What follows belongs to an exercise in optimizing a design on an open flow for small area and a short achievable clock period; a production flow would make more cautious choices.
At most, simulation tests tie the RTL to the original design; equivalence was not proved.
The flow treats the clock pin as an ideal source, which a real chip does not have.

==> 06-25 <==
## DaddaKS_16bitMAC
module DaddaKS_16bitMAC(
    input [15:0] a,
    input [15:0] b,
    input clk,
    input rst,
    input cin,
    output reg [31:0] out,
    output cout
);
Settings: LEC_CHECK=0, CAP_MARGIN=20, CORE_MARGIN=2, CORE_UTILIZATION=40, CTS_BUF_LIST=sky130_fd_sc_hd__clkbuf_8, SETUP_SLACK_MARGIN=5, SLEW_MARGIN=20, SYNTH_HIERARCHICAL=1; clock period 17.0 ns.
standard.sh (not shown) runs the stock make flow with config.mk's settings and CLKGATE_MAP_FILE= SYNTH_SCRIPT=/design/flow/synth_recipe.tcl, a recipe that flattens the netlist after the stock synthesis.
==> flow/flow/run.sh <==
#!/bin/bash
set -euo pipefail
R=$PWD/orfs/results/sky130hd/DaddaKS_16bitMAC/base
downsize() {
  DS_ODB=$R/$1.odb DS_SDC=$R/$1.sdc DS_TARGET=99 DS_PROP=$2 DS_TRADEOFF=$3 \
    DS_LIB=$FLOW_HOME/platforms/sky130hd/lib/sky130_fd_sc_hd__tt_025C_1v80.lib \
    DS_PLATFORM_DIR=$FLOW_HOME/platforms/sky130hd \
    openroad -no_init -exit flow/downsize.tcl > downsize_$1.log 2>&1
}
bash standard.sh 'BUFFER_PORTS_ARGS=-buffer_cell sky130_fd_sc_hd__buf_8' 'CTS_ARGS=-sink_clustering_enable -repair_clock_nets -buf_list sky130_fd_sc_hd__clkbuf_8 -dont_use_dummy_load' SETUP_SLACK_MARGIN=6 place > standard_place.log 2>&1
downsize 3_place 0 0
bash standard.sh 'BUFFER_PORTS_ARGS=-buffer_cell sky130_fd_sc_hd__buf_8' 'CTS_ARGS=-sink_clustering_enable -repair_clock_nets -buf_list sky130_fd_sc_hd__clkbuf_8 -dont_use_dummy_load' SETUP_SLACK_MARGIN=6 cts > standard_cts.log 2>&1
downsize 4_cts 1 1
bash standard.sh 'BUFFER_PORTS_ARGS=-buffer_cell sky130_fd_sc_hd__buf_8' 'CTS_ARGS=-sink_clustering_enable -repair_clock_nets -buf_list sky130_fd_sc_hd__clkbuf_8 -dont_use_dummy_load' SETUP_SLACK_MARGIN=0 finish > standard_finish.log 2>&1
==> flow/flow/downsize.tcl <==
# Area recovery: give each cell the smallest drive strength of its kind that keeps the
# design's worst setup slack at least DS_TARGET (or the slack it had, if that is lower).
# Reads and rewrites the ODB given in DS_ODB; DS_SDC is its SDC.
read_db $::env(DS_ODB)
read_liberty $::env(DS_LIB)
read_sdc $::env(DS_SDC)
source $::env(DS_PLATFORM_DIR)/setRC.tcl
if {[info exists ::env(DS_PROP)] && $::env(DS_PROP)} { set_propagated_clock [all_clocks] }
estimate_parasitics -placement
set wns0 [sta::worst_slack -max]
set target [expr {min($wns0, $::env(DS_TARGET))}]
puts "downsize: worst slack $wns0, target $target"
set tradeoff [expr {[info exists ::env(DS_TRADEOFF)] ? $::env(DS_TRADEOFF) : 0}]
set tradeoff_k [expr {$tradeoff ? $::env(DS_TRADEOFF) : 0}]
set cur_wns $wns0
set cur_area 0.0
foreach i [get_cells *] {
  set lc [get_lib_cells -quiet */[get_property $i ref_name]]
  if {[llength $lc]} { set cur_area [expr {$cur_area + [get_property $lc area]}] }
}
puts "downsize: cell area $cur_area"
set area0 0.0
set saved 0.0
set n 0
set insts [get_cells *]
foreach inst $insts {
  set m [get_property $inst ref_name]
  if {![regexp {^(sky130_fd_sc_hd__[a-z0-9]+)_([0-9]+)$} $m -> base size]} { continue }
  if {[string match *df* $base] || [string match *tap* $base] || [string match *conb* $base] || [string match *clkbuf* $base]} { continue }
  set cands {}
  foreach lc [get_lib_cells */${base}_*] {
    set nm [get_property $lc name]
    if {[regexp "^${base}_(\[0-9\]+)\$" $nm -> s2] && $s2 < $size} { lappend cands [list $s2 $nm] }
  }
  if {![llength $cands]} { continue }
  set cands [lsort -integer -index 0 $cands]
  foreach c $cands {
    set nm [lindex $c 1]
    replace_cell $inst $nm
    set wns [sta::worst_slack -max]
    set ok [expr {$wns >= $target}]
    if {!$ok && $tradeoff} {
      set da [expr {[get_property [get_lib_cells */$m] area] - [get_property [get_lib_cells */$nm] area]}]
      set dp [expr {$cur_wns - $wns}]
      if {$dp / (17.0 - $cur_wns) < $tradeoff_k * $da / $cur_area} { set ok 1 }
    }
    if {$ok} {
      set cur_area [expr {$cur_area - [get_property [get_lib_cells */$m] area] + [get_property [get_lib_cells */$nm] area]}]
      set cur_wns $wns
      incr n
      puts "downsize: [get_full_name $inst] $m -> $nm"
      break
    }
    replace_cell $inst $m
  }
}
puts "downsize: resized $n cells, worst slack now [sta::worst_slack -max]"
report_design_area
write_db $::env(DS_ODB)
==> 02-16: changes against 06-25 <==
==> flow/flow/run.sh (replaced) <==
#!/bin/bash
# The standard layout (the standard.sh) with these ORFS settings on top of config.mk's:
#   SETUP_SLACK_MARGIN=6 'BUFFER_PORTS_ARGS=-buffer_cell sky130_fd_sc_hd__buf_1' 'CTS_ARGS=-sink_clustering_enable -repair_clock_nets -buf_list sky130_fd_sc_hd__clkbuf_8 -dont_use_dummy_load'
# and one extra step after global placement: downsize.tcl gives every cell the smallest
# drive strength that keeps the worst setup slack (area recovery; synthesis maps the
# one-gate modules to needlessly large cells).  Each tool's output is in its own log.
set -euo pipefail
bash standard.sh SETUP_SLACK_MARGIN=6 'BUFFER_PORTS_ARGS=-buffer_cell sky130_fd_sc_hd__buf_1' 'CTS_ARGS=-sink_clustering_enable -repair_clock_nets -buf_list sky130_fd_sc_hd__clkbuf_8 -dont_use_dummy_load' place > standard_place.log 2>&1
R=$PWD/orfs/results/sky130hd/DaddaKS_16bitMAC/base
DS_ODB=$R/3_place.odb DS_SDC=$R/3_place.sdc DS_TARGET=6.3 \
  DS_LIB=$FLOW_HOME/platforms/sky130hd/lib/sky130_fd_sc_hd__tt_025C_1v80.lib \
  DS_PLATFORM_DIR=$FLOW_HOME/platforms/sky130hd \
  openroad -no_init -exit flow/downsize.tcl > downsize.log 2>&1
bash standard.sh SETUP_SLACK_MARGIN=6 'BUFFER_PORTS_ARGS=-buffer_cell sky130_fd_sc_hd__buf_1' 'CTS_ARGS=-sink_clustering_enable -repair_clock_nets -buf_list sky130_fd_sc_hd__clkbuf_8 -dont_use_dummy_load' finish > standard_finish.log 2>&1
--- a/flow/flow/downsize.tcl
+++ b/flow/flow/downsize.tcl
@@ -12,11 +12,2 @@
 puts "downsize: worst slack $wns0, target $target"
-set tradeoff [expr {[info exists ::env(DS_TRADEOFF)] ? $::env(DS_TRADEOFF) : 0}]
-set tradeoff_k [expr {$tradeoff ? $::env(DS_TRADEOFF) : 0}]
-set cur_wns $wns0
-set cur_area 0.0
-foreach i [get_cells *] {
-  set lc [get_lib_cells -quiet */[get_property $i ref_name]]
-  if {[llength $lc]} { set cur_area [expr {$cur_area + [get_property $lc area]}] }
-}
-puts "downsize: cell area $cur_area"
 set area0 0.0
@@ -39,12 +30,3 @@
     replace_cell $inst $nm
-    set wns [sta::worst_slack -max]
-    set ok [expr {$wns >= $target}]
-    if {!$ok && $tradeoff} {
-      set da [expr {[get_property [get_lib_cells */$m] area] - [get_property [get_lib_cells */$nm] area]}]
-      set dp [expr {$cur_wns - $wns}]
-      if {$dp / (17.0 - $cur_wns) < $tradeoff_k * $da / $cur_area} { set ok 1 }
-    }
-    if {$ok} {
-      set cur_area [expr {$cur_area - [get_property [get_lib_cells */$m] area] + [get_property [get_lib_cells */$nm] area]}]
-      set cur_wns $wns
+    if {[sta::worst_slack -max] >= $target} {
       incr n
- CTS_BUF_LIST: sky130_fd_sc_hd__clkbuf_8 -> default
- PLACE_DENSITY: default -> 0.9
==> results.cfg <==
[run_status]
status = timing/DRC/antenna clean

[clocking]
cts_resized = 66

[cells_and_area]
layout.nonclk_buf_share_pct = 4.93

[place]
dpl_cell_area_mm2 = 0.00929

[sta]
worstMarginPinSlew_ns = 0.862
[end of results for 06-25]
==> results.cfg <==
[setup_path]
endpoint = cout

[run_status]
status = timing/DRC/antenna clean

[sta]
worstMarginPinSlew_ns = 0.871

[synthesis]
synth.most_common_cell = nand2_1

[place]
dpl_cell_area_mm2 = 0.00855

[cells_and_area]
largest-register = out
[end of results for 02-16]


==> run a: inputs <==
Another version of the RTL of DaddaKS_16bitMAC (not shown whole).
// DaddaKS_16bitMAC
module DaddaKS_16bitMAC(
    input [15:0] a,
    input [15:0] b,
    input clk,
    input rst,
    input cin,
    output reg [31:0] out,
    output cout
);
wire pp_0_0;
wire pp_0_1;
wire pp_0_2;
wire pp_0_3;
wire pp_0_4;
wire pp_0_5;
wire pp_0_6;
wire pp_0_7;
wire pp_0_8;
wire pp_0_9;
wire pp_0_10;
wire pp_0_11;
wire pp_0_12;
wire pp_0_13;
wire pp_0_14;
wire pp_0_15;
wire pp_1_0;
wire pp_1_1;
wire pp_1_2;
wire pp_1_3;
wire pp_1_4;
wire pp_1_5;
wire pp_1_6;
wire pp_1_7;
wire pp_1_8;
wire pp_1_9;
wire pp_1_10;
wire pp_1_11;
wire pp_1_12;
wire pp_1_13;
wire pp_1_14;
wire pp_1_15;
wire pp_2_0;
wire pp_2_1;
wire pp_2_2;
wire pp_2_3;
wire pp_2_4;
wire pp_2_5;
wire pp_2_6;
wire pp_2_7;
wire pp_2_8;
wire pp_2_9;
wire pp_2_10;
wire pp_2_11;
wire pp_2_12;
wire pp_2_13;
wire pp_2_14;
wire pp_2_15;
wire pp_3_0;
wire pp_3_1;
wire pp_3_2;
wire pp_3_3;
wire pp_3_4;
wire pp_3_5;
wire pp_3_6;
wire pp_3_7;
wire pp_3_8;
wire pp_3_9;
wire pp_3_10;
wire pp_3_11;
wire pp_3_12;
wire pp_3_13;
wire pp_3_14;
wire pp_3_15;
wire pp_4_0;
wire pp_4_1;
wire pp_4_2;
wire pp_4_3;
wire pp_4_4;
wire pp_4_5;
wire pp_4_6;
wire pp_4_7;
wire pp_4_8;
wire pp_4_9;
wire pp_4_10;
wire pp_4_11;
wire pp_4_12;
wire pp_4_13;
wire pp_4_14;
wire pp_4_15;
wire pp_5_0;
wire pp_5_1;
wire pp_5_2;
wire pp_5_3;
wire pp_5_4;
wire pp_5_5;
wire pp_5_6;
wire pp_5_7;
wire pp_5_8;
wire pp_5_9;
wire pp_5_10;
wire pp_5_11;
wire pp_5_12;
wire pp_5_13;
wire pp_5_14;
wire pp_5_15;
wire pp_6_0;
wire pp_6_1;
wire pp_6_2;
wire pp_6_3;
wire pp_6_4;
wire pp_6_5;
wire pp_6_6;
wire pp_6_7;
wire pp_6_8;
  ...
export LEC_CHECK = 0
export CAP_MARGIN = 20
export CORE_MARGIN = 2
export CORE_UTILIZATION = 40
export SETUP_SLACK_MARGIN = 5
export SLEW_MARGIN = 20
export SYNTH_HIERARCHICAL = 1
create_clock -name core_clock -period 17.0 [get_ports {clk}]
run.sh (not shown) runs the stock make flow with config.mk's settings and CLKGATE_MAP_FILE= SYNTH_SCRIPT=/design/flow/synth_recipe.tcl, a recipe that flattens the netlist after the stock synthesis.
Stock flow here: none of the scripts above is used.
==> run b: changes against run a <==
--- a/flow/design.v
+++ b/flow/design.v
@@ -1507,66 +1507,112 @@
 wire P_25_24 = p_25 & p_24;
 wire G_27_26 = g_27 | (p_27 & g_26);
 wire P_27_26 = p_27 & p_26;
 wire G_29_28 = g_29 | (p_29 & g_28);
 wire P_29_28 = p_29 & p_28;
 wire G_31_30 = g_31 | (p_31 & g_30);
 wire P_31_30 = p_31 & p_30;
+wire G_2_0 = g_2 | (p_2 & G_1_0);
 wire G_3_0 = G_3_2 | (P_3_2 & G_1_0);
+wire G_6_4 = g_6 | (p_6 & G_5_4);
+wire P_6_4 = p_6 & P_5_4;
 wire G_7_4 = G_7_6 | (P_7_6 & G_5_4);
 wire P_7_4 = P_7_6 & P_5_4;
+wire G_10_8 = g_10 | (p_10 & G_9_8);
+wire P_10_8 = p_10 & P_9_8;
 wire G_11_8 = G_11_10 | (P_11_10 & G_9_8);
 wire P_11_8 = P_11_10 & P_9_8;
+wire G_14_12 = g_14 | (p_14 & G_13_12);
+wire P_14_12 = p_14 & P_13_12;
 wire G_15_12 = G_15_14 | (P_15_14 & G_13_12);
 wire P_15_12 = P_15_14 & P_13_12;
+wire G_18_16 = g_18 | (p_18 & G_17_16);
+wire P_18_16 = p_18 & P_17_16;
 wire G_19_16 = G_19_18 | (P_19_18 & G_17_16);
 wire P_19_16 = P_19_18 & P_17_16;
+wire G_22_20 = g_22 | (p_22 & G_21_20);
+wire P_22_20 = p_22 & P_21_20;
 wire G_23_20 = G_23_22 | (P_23_22 & G_21_20);
 wire P_23_20 = P_23_22 & P_21_20;
+wire G_26_24 = g_26 | (p_26 & G_25_24);
+wire P_26_24 = p_26 & P_25_24;
 wire G_27_24 = G_27_26 | (P_27_26 & G_25_24);
 wire P_27_24 = P_27_26 & P_25_24;
+wire G_30_28 = g_30 | (p_30 & G_29_28);
+wire P_30_28 = p_30 & P_29_28;
 wire G_31_28 = G_31_30 | (P_31_30 & G_29_28);
 wire P_31_28 = P_31_30 & P_29_28;
+wire G_4_0 = g_4 | (p_4 & G_3_0);
+wire G_5_0 = G_5_4 | (P_5_4 & G_3_0);
+wire G_6_0 = G_6_4 | (P_6_4 & G_3_0);
 wire G_7_0 = G_7_4 | (P_7_4 & G_3_0);
+wire G_12_8 = g_12 | (p_12 & G_11_8);
+wire P_12_8 = p_12 & P_11_8;
+wire G_13_8 = G_13_12 | (P_13_12 & G_11_8);
+wire P_13_8 = P_13_12 & P_11_8;
+wire G_14_8 = G_14_12 | (P_14_12 & G_11_8);
+wire P_14_8 = P_14_12 & P_11_8;
 wire G_15_8 = G_15_12 | (P_15_12 & G_11_8);
 wire P_15_8 = P_15_12 & P_11_8;
+wire G_20_16 = g_20 | (p_20 & G_19_16);
+wire P_20_16 = p_20 & P_19_16;
+wire G_21_16 = G_21_20 | (P_21_20 & G_19_16);
+wire P_21_16 = P_21_20 & P_19_16;
+wire G_22_16 = G_22_20 | (P_22_20 & G_19_16);
+wire P_22_16 = P_22_20 & P_19_16;
 wire G_23_16 = G_23_20 | (P_23_20 & G_19_16);
 wire P_23_16 = P_23_20 & P_19_16;
+wire G_28_24 = g_28 | (p_28 & G_27_24);
+wire P_28_24 = p_28 & P_27_24;
+wire G_29_24 = G_29_28 | (P_29_28 & G_27_24);
+wire P_29_24 = P_29_28 & P_27_24;
+wire G_30_24 = G_30_28 | (P_30_28 & G_27_24);
+wire P_30_24 = P_30_28 & P_27_24;
 wire G_31_24 = G_31_28 | (P_31_28 & G_27_24);
 wire P_31_24 = P_31_28 & P_27_24;
+wire G_8_0 = g_8 | (p_8 & G_7_0);
+wire G_9_0 = G_9_8 | (P_9_8 & G_7_0);
+wire G_10_0 = G_10_8 | (P_10_8 & G_7_0);
+wire G_11_0 = G_11_8 | (P_11_8 & G_7_0);
+wire G_12_0 = G_12_8 | (P_12_8 & G_7_0);
+wire G_13_0 = G_13_8 | (P_13_8 & G_7_0);
+wire G_14_0 = G_14_8 | (P_14_8 & G_7_0);
 wire G_15_0 = G_15_8 | (P_15_8 & G_7_0);
+wire G_24_16 = g_24 | (p_24 & G_23_16);
+wire P_24_16 = p_24 & P_23_16;
+wire G_25_16 = G_25_24 | (P_25_24 & G_23_16);
+wire P_25_16 = P_25_24 & P_23_16;
+wire G_26_16 = G_26_24 | (P_26_24 & G_23_16);
+wire P_26_16 = P_26_24 & P_23_16;
+wire G_27_16 = G_27_24 | (P_27_24 & G_23_16);
+wire P_27_16 = P_27_24 & P_23_16;
+wire G_28_16 = G_28_24 | (P_28_24 & G_23_16);
+wire P_28_16 = P_28_24 & P_23_16;
+wire G_29_16 = G_29_24 | (P_29_24 & G_23_16);
+wire P_29_16 = P_29_24 & P_23_16;
+wire G_30_16 = G_30_24 | (P_30_24 & G_23_16);
+wire P_30_16 = P_30_24 & P_23_16;
 wire G_31_16 = G_31_24 | (P_31_24 & G_23_16);
 wire P_31_16 = P_31_24 & P_23_16;
-wire G_31_0 = G_31_16 | (P_31_16 & G_15_0);
-wire G_23_0 = G_23_16 | (P_23_16 & G_15_0);
-wire G_11_0 = G_11_8 | (P_11_8 & G_7_0);
-wire G_19_0 = G_19_16 | (P_19_16 & G_15_0);
-wire G_27_0 = G_27_24 | (P_27_24 & G_23_0);
-wire G_5_0 = G_5_4 | (P_5_4 & G_3_0);
-wire G_9_0 = G_9_8 | (P_9_8 & G_7_0);
-wire G_13_0 = G_13_12 | (P_13_12 & G_11_0);
-wire G_17_0 = G_17_16 | (P_17_16 & G_15_0);
-wire G_21_0 = G_21_20 | (P_21_20 & G_19_0);
-wire G_25_0 = G_25_24 | (P_25_24 & G_23_0);
-wire G_29_0 = G_29_28 | (P_29_28 & G_27_0);
-wire G_2_0 = g_2 | (p_2 & G_1_0);
-wire G_4_0 = g_4 | (p_4 & G_3_0);
-wire G_6_0 = g_6 | (p_6 & G_5_0);
-wire G_8_0 = g_8 | (p_8 & G_7_0);
-wire G_10_0 = g_10 | (p_10 & G_9_0);
-wire G_12_0 = g_12 | (p_12 & G_11_0);
-wire G_14_0 = g_14 | (p_14 & G_13_0);
 wire G_16_0 = g_16 | (p_16 & G_15_0);
-wire G_18_0 = g_18 | (p_18 & G_17_0);
-wire G_20_0 = g_20 | (p_20 & G_19_0);
-wire G_22_0 = g_22 | (p_22 & G_21_0);
-wire G_24_0 = g_24 | (p_24 & G_23_0);
-wire G_26_0 = g_26 | (p_26 & G_25_0);
-wire G_28_0 = g_28 | (p_28 & G_27_0);
-wire G_30_0 = g_30 | (p_30 & G_29_0);
+wire G_17_0 = G_17_16 | (P_17_16 & G_15_0);
+wire G_18_0 = G_18_16 | (P_18_16 & G_15_0);
+wire G_19_0 = G_19_16 | (P_19_16 & G_15_0);
+wire G_20_0 = G_20_16 | (P_20_16 & G_15_0);
+wire G_21_0 = G_21_16 | (P_21_16 & G_15_0);
+wire G_22_0 = G_22_16 | (P_22_16 & G_15_0);
+wire G_23_0 = G_23_16 | (P_23_16 & G_15_0);
+wire G_24_0 = G_24_16 | (P_24_16 & G_15_0);
+wire G_25_0 = G_25_16 | (P_25_16 & G_15_0);
+wire G_26_0 = G_26_16 | (P_26_16 & G_15_0);
+wire G_27_0 = G_27_16 | (P_27_16 & G_15_0);
+wire G_28_0 = G_28_16 | (P_28_16 & G_15_0);
+wire G_29_0 = G_29_16 | (P_29_16 & G_15_0);
+wire G_30_0 = G_30_16 | (P_30_16 & G_15_0);
+wire G_31_0 = G_31_16 | (P_31_16 & G_15_0);
 assign sum_0 = p_0;
 assign sum_1 = p_1 ^ g_0;
 assign sum_2 = p_2 ^ G_1_0;
 assign sum_3 = p_3 ^ G_2_0;
 assign sum_4 = p_4 ^ G_3_0;
 assign sum_5 = p_5 ^ G_4_0;
 assign sum_6 = p_6 ^ G_5_0;
==> notes <==
Register-to-register slack: run b is better than run a (0.10 ns). Of run b and run a, run b has the higher worst setup slack (gap 0.020 ns). Area after synthesis: run a is lower than run b (0.62%). Final area is the same in run b and run a. In run a the synthesized cell count is smaller than in run b, by 2.7%. In global-route usage, run a and run b hardly differ.
No functional check of the RTL was part of any run of this note.

[static timing again, ports no longer ideal]
The results above use ideal ports. As a check the final layouts listed here were re-extracted and re-timed, cells and wires unchanged. Step 1 (the two cells are an assumption about what drives the block):
set clk [get_ports {clk}]
set_driving_cell -lib_cell sky130_fd_sc_hd__clkbuf_16 $clk
set_driving_cell -lib_cell sky130_fd_sc_hd__buf_2 [delete_from_list [all_inputs] $clk]
Step 2 times the ports against the registers' clock, not the clock port: input delays grow and output delays shrink by t, the midpoint of the rising clock arrivals with the driver on. Slacks: no drivers / after step 1 / after step 2; pairs: no drivers / after step 1.
| run | t (ns) | setup slack, ns | worst hold slack (ns) | worst register clock-pin slew, ns | cell pins on the clock port's net |
|---|---|---|---|---|---|
| 06-25 | 0.354 | 5.300 / 5.275 / 5.275 | 0.670 / 0.670 / 0.670 | 0.09 / 0.09 | 1 |
| 02-16 | 0.368 | 6.016 / 5.944 / 5.944 | 0.670 / 0.670 / 0.670 | 0.09 / 0.09 | 1 |
| run a | 0.333 | 5.208 / 5.159 / 5.159 | 0.608 / 0.608 / 0.608 | 0.06 / 0.06 | 1 |
| run b | 0.320 | 5.227 / 5.175 / 5.175 | 0.614 / 0.614 / 0.614 | 0.05 / 0.05 | 1 |
After both steps every run listed still meets setup and hold. For 02-16, which loses most, drivers alone change the setup slack by -0.072 ns; drivers and shift together by -0.072 ns.
